From an optimization exercise on the open Yosys and OpenROAD flow, aimed at small area, a short achievable clock period and few clock cycles; shortcuts taken in it are not production practice.
Only simulation tests tie the RTL to the original design; equivalence was not proved.
Power and IR drop assume default switching activity.

red:
==> flow/design.v (excerpt) <==
module top (
    input         clk_i,
    input         rst_i,
    input  [7:0]  addr_i,
    input  [31:0] data_i,
    input         wr_vi,
    output [31:0] data_o
);
wire       op_w  = wr_vi & ~addr_i[7] & ~addr_i[6];  
wire       op_x  = wr_vi & ~addr_i[7] &  addr_i[6];  
wire       op_c  = wr_vi &  addr_i[7] & ~addr_i[6];  
wire       op_st = wr_vi &  addr_i[7] &  addr_i[6];  
wire       op_rd = addr_i[7] & ~addr_i[6];           
wire [3:0] a     = addr_i[3:0];
wire       clr   = ~rst_i;                           
reg [8:0] W [16];
reg [8:0] X [16];
reg [15:0] xv;
reg        pok;
wire       fast = pok & (&xv);
reg        rc;
reg [4:0]  rn;
reg        rc_op;           
wire       rc_clr = rc & (rn == 5'd2);
wire       vst    = rc & (rn == 5'd19);
reg [7:1] q;
always_ff @(posedge clk_i or negedge rst_i)
    if (!rst_i) begin
        q   <= '0;
        rc  <= 1'b0;
        rn  <= '0;
        xv  <= '0;
        pok <= 1'b1;
    end else begin
        q <= {q[6:1], (op_st & fast) | vst};
        if (op_st & ~fast) begin
            rc <= 1'b1;
            rn <= '0;
        end else if (rc) begin
            rn <= rn + 5'd1;
            if (vst) rc <= 1'b0;
        end
        if (q[1]) begin
            xv  <= '0;
            pok <= 1'b1;
        end else if (op_x) begin
            xv[a] <= 1'b1;
            if (xv[a]) pok <= 1'b0;
        end else if (op_w) begin
            if (|(xv & (16'hF << {a[3:2], 2'b00}))) pok <= 1'b0;
        end
    end
wire idle_next = ~(op_st | rc | q[1] | q[2] | q[3] | q[4] | q[5] | q[6]);
always_ff @(posedge clk_i)
    for (int n = 0; n < 16; n++) begin
        if (clr | (op_w & a == n)) W[n] <= data_i[8:0] & {9{rst_i}};
        if (clr | (op_x & a == n)) X[n] <= data_i[8:0] & {9{rst_i}};
    end
reg [3:0] ri_oh, rk_oh;         
always_ff @(posedge clk_i or negedge rst_i)
    if (!rst_i) begin
        rc_op <= 1'b0;
        ri_oh <= '0;
  ...
==> flow/config.mk <==
export PLATFORM = sky130hd
export DESIGN_NAME = top
export DESIGN_NICKNAME = top
export VERILOG_FILES = /design/flow/design.v
export SDC_FILE = /design/flow/constraint.sdc
export NUM_CORES = 8
export LEC_CHECK = 0
export CAP_MARGIN = 20
export CORE_MARGIN = 2
export CORE_UTILIZATION = 30
export CTS_CLUSTER_DIAMETER = 80
export CTS_CLUSTER_SIZE = 25
export PLACE_DENSITY = 0.7
export SETUP_SLACK_MARGIN = 3.7
export SLEW_MARGIN = 20
export SYNTH_HIERARCHICAL = 1
export SYNTH_MINIMUM_KEEP_SIZE = 0
==> flow/constraint.sdc <==
create_clock -name core_clock -period 6.5 [get_ports {clk_i}]
set_input_delay 1.3000 -clock core_clock [delete_from_list [all_inputs] [get_ports {clk_i}]]
set_output_delay 1.3000 -clock core_clock [all_outputs]
set_load 0.01 [all_outputs]
run.sh (not shown) runs the stock make flow with config.mk's settings and CLKGATE_MAP_FILE= SYNTH_SCRIPT=/design/flow/synth_recipe.tcl, a recipe that flattens the netlist after the stock synthesis.
The flow did not stop early for red: all stages ran, and the layout cleared the timing, design-rule and antenna checks.
Testbench counts of red, summed over its fixed seeds: cycles 13,056.
What blue does differently from red at the input level:
# red
export LEC_CHECK = 0
export CAP_MARGIN = 20
export CORE_MARGIN = 2
export CORE_UTILIZATION = 30
export CTS_CLUSTER_DIAMETER = 80
export CTS_CLUSTER_SIZE = 25
export PLACE_DENSITY = 0.7
export SETUP_SLACK_MARGIN = 3.7
export SLEW_MARGIN = 20
export SYNTH_HIERARCHICAL = 1
export SYNTH_MINIMUM_KEEP_SIZE = 0
create_clock -name core_clock -period 6.5 [get_ports {clk_i}]
# blue
export LEC_CHECK = 0
export CAP_MARGIN = 20
export CORE_MARGIN = 2
export CORE_UTILIZATION = 55
export CTS_CLUSTER_DIAMETER = 80
export CTS_CLUSTER_SIZE = 25
export PLACE_DENSITY = 0.7
export SETUP_SLACK_MARGIN = 3.7
export SLEW_MARGIN = 20
export SYNTH_HIERARCHICAL = 1
export SYNTH_MINIMUM_KEEP_SIZE = 0
create_clock -name core_clock -period 6.5 [get_ports {clk_i}]
Notes after the runs:
blue against red: via count of the first global-routing pass decreased by 3.3% relative to the old numbers; filler-free cell count of the finished design decreased by 17% relative to the old numbers; via count decreased by 1.0% relative to the old numbers; global-route wire length before repair decreased by 6.3% relative to the old numbers; switching portion of total power decreased by 0.64 points relative to the old numbers.
Compared with red, blue shows global-route usage higher by 15 points.
Compared with red, in blue average routed wire per standard cell climbed 11%, area taken by flip-flops and latches barely changed, remaining antenna violation count after routing barely changed, logic depth of the worst register-to-register path dropped 1, fraction of area in registers climbed 1.8 points.
--- input diff blue..green ---
# blue
export LEC_CHECK = 0
export CAP_MARGIN = 20
export CORE_MARGIN = 2
export CORE_UTILIZATION = 55
export CTS_CLUSTER_DIAMETER = 80
export CTS_CLUSTER_SIZE = 25
export PLACE_DENSITY = 0.7
export SETUP_SLACK_MARGIN = 3.7
export SLEW_MARGIN = 20
export SYNTH_HIERARCHICAL = 1
export SYNTH_MINIMUM_KEEP_SIZE = 0
create_clock -name core_clock -period 6.5 [get_ports {clk_i}]
# green
export LEC_CHECK = 0
export CAP_MARGIN = 20
export CORE_MARGIN = 2
export CORE_UTILIZATION = 45
export CTS_CLUSTER_DIAMETER = 80
export CTS_CLUSTER_SIZE = 25
export PLACE_DENSITY = 0.7
export SETUP_SLACK_MARGIN = 3.7
export SLEW_MARGIN = 60
export SYNTH_HIERARCHICAL = 1
export SYNTH_MINIMUM_KEEP_SIZE = 0
create_clock -name core_clock -period 6.5 [get_ports {clk_i}]
### Flow results
Count of inserted antenna diode cells (higher): green
There was hardly any difference in overall routed net length between green and blue.
| maximum achievable frequency | lower: blue |
[compare] base=blue new=green: multi-input gate count down 16, share of the clock period used by the worst path after layout has decreased.
The following lists how orange was set up differently from green:
# green
export LEC_CHECK = 0
export CAP_MARGIN = 20
export CORE_MARGIN = 2
export CORE_UTILIZATION = 45
export CTS_CLUSTER_DIAMETER = 80
export CTS_CLUSTER_SIZE = 25
export PLACE_DENSITY = 0.7
export SETUP_SLACK_MARGIN = 3.7
export SLEW_MARGIN = 60
export SYNTH_HIERARCHICAL = 1
export SYNTH_MINIMUM_KEEP_SIZE = 0
create_clock -name core_clock -period 6.5 [get_ports {clk_i}]
# orange
export LEC_CHECK = 0
export CAP_MARGIN = 20
export CORE_MARGIN = 2
export CORE_UTILIZATION = 45
export CTS_CLUSTER_DIAMETER = 80
export CTS_CLUSTER_SIZE = 25
export PLACE_DENSITY = 0.7
export SETUP_SLACK_MARGIN = 3.7
export SLEW_MARGIN = 20
export SYNTH_HIERARCHICAL = 1
export SYNTH_MINIMUM_KEEP_SIZE = 0
create_clock -name core_clock -period 6.5 [get_ports {clk_i}]
--- outcome ---
For largest vdd supply drop, dividing the value from green by the value from orange gives 1.10.
green ended up with C[3][16]$_DFFE_PP_ as its end of the critical path; orange ended up with C[0][13]$_DFFE_PP_.
Diff green and orange: wire length per cell after detailed routing higher in orange
green → orange: met3 track demand over resource in global routing moved up, number of inserted diodes moved down, final worst-path cycle share moved up, final standard cell utilization of the core moved down.
The fraction of area in multi-input gates of orange is higher than that of green.

==> port drivers added, routing unchanged <==
The results above use ideal ports. As a check the final layouts listed here were re-extracted and re-timed, cells and wires unchanged. Step 1, drivers: a clkbuf_16 drives clk_i and a buf_2 each remaining input, both assumed. Step 2 also shifts input and output timing later by t, the mid clock arrival at the registers, as if the neighbouring blocks saw the same clock. Three values: ideal ports, drivers, drivers and shift; two values: the first two.
run | shift t [ns] | setup WS [ns] | latest minus earliest clock arrival (ns) | pins driven straight from the clock port
red | 0.844 | 3.492 / 3.330 / 2.487 | 0.098 / 0.099 | 1
blue | 0.806 | 3.601 / 3.614 / 2.808 | 0.078 / 0.078 | 1
green | 0.829 | 3.617 / 3.640 / 2.820 | 0.061 / 0.060 | 1
orange | 0.816 | 3.572 / 3.384 / 2.569 | 0.067 / 0.067 | 1
After both steps setup and hold are still met in every run listed. For red, which loses most, drivers alone change the setup slack by -0.162 ns; drivers and shift together by -1.005 ns.
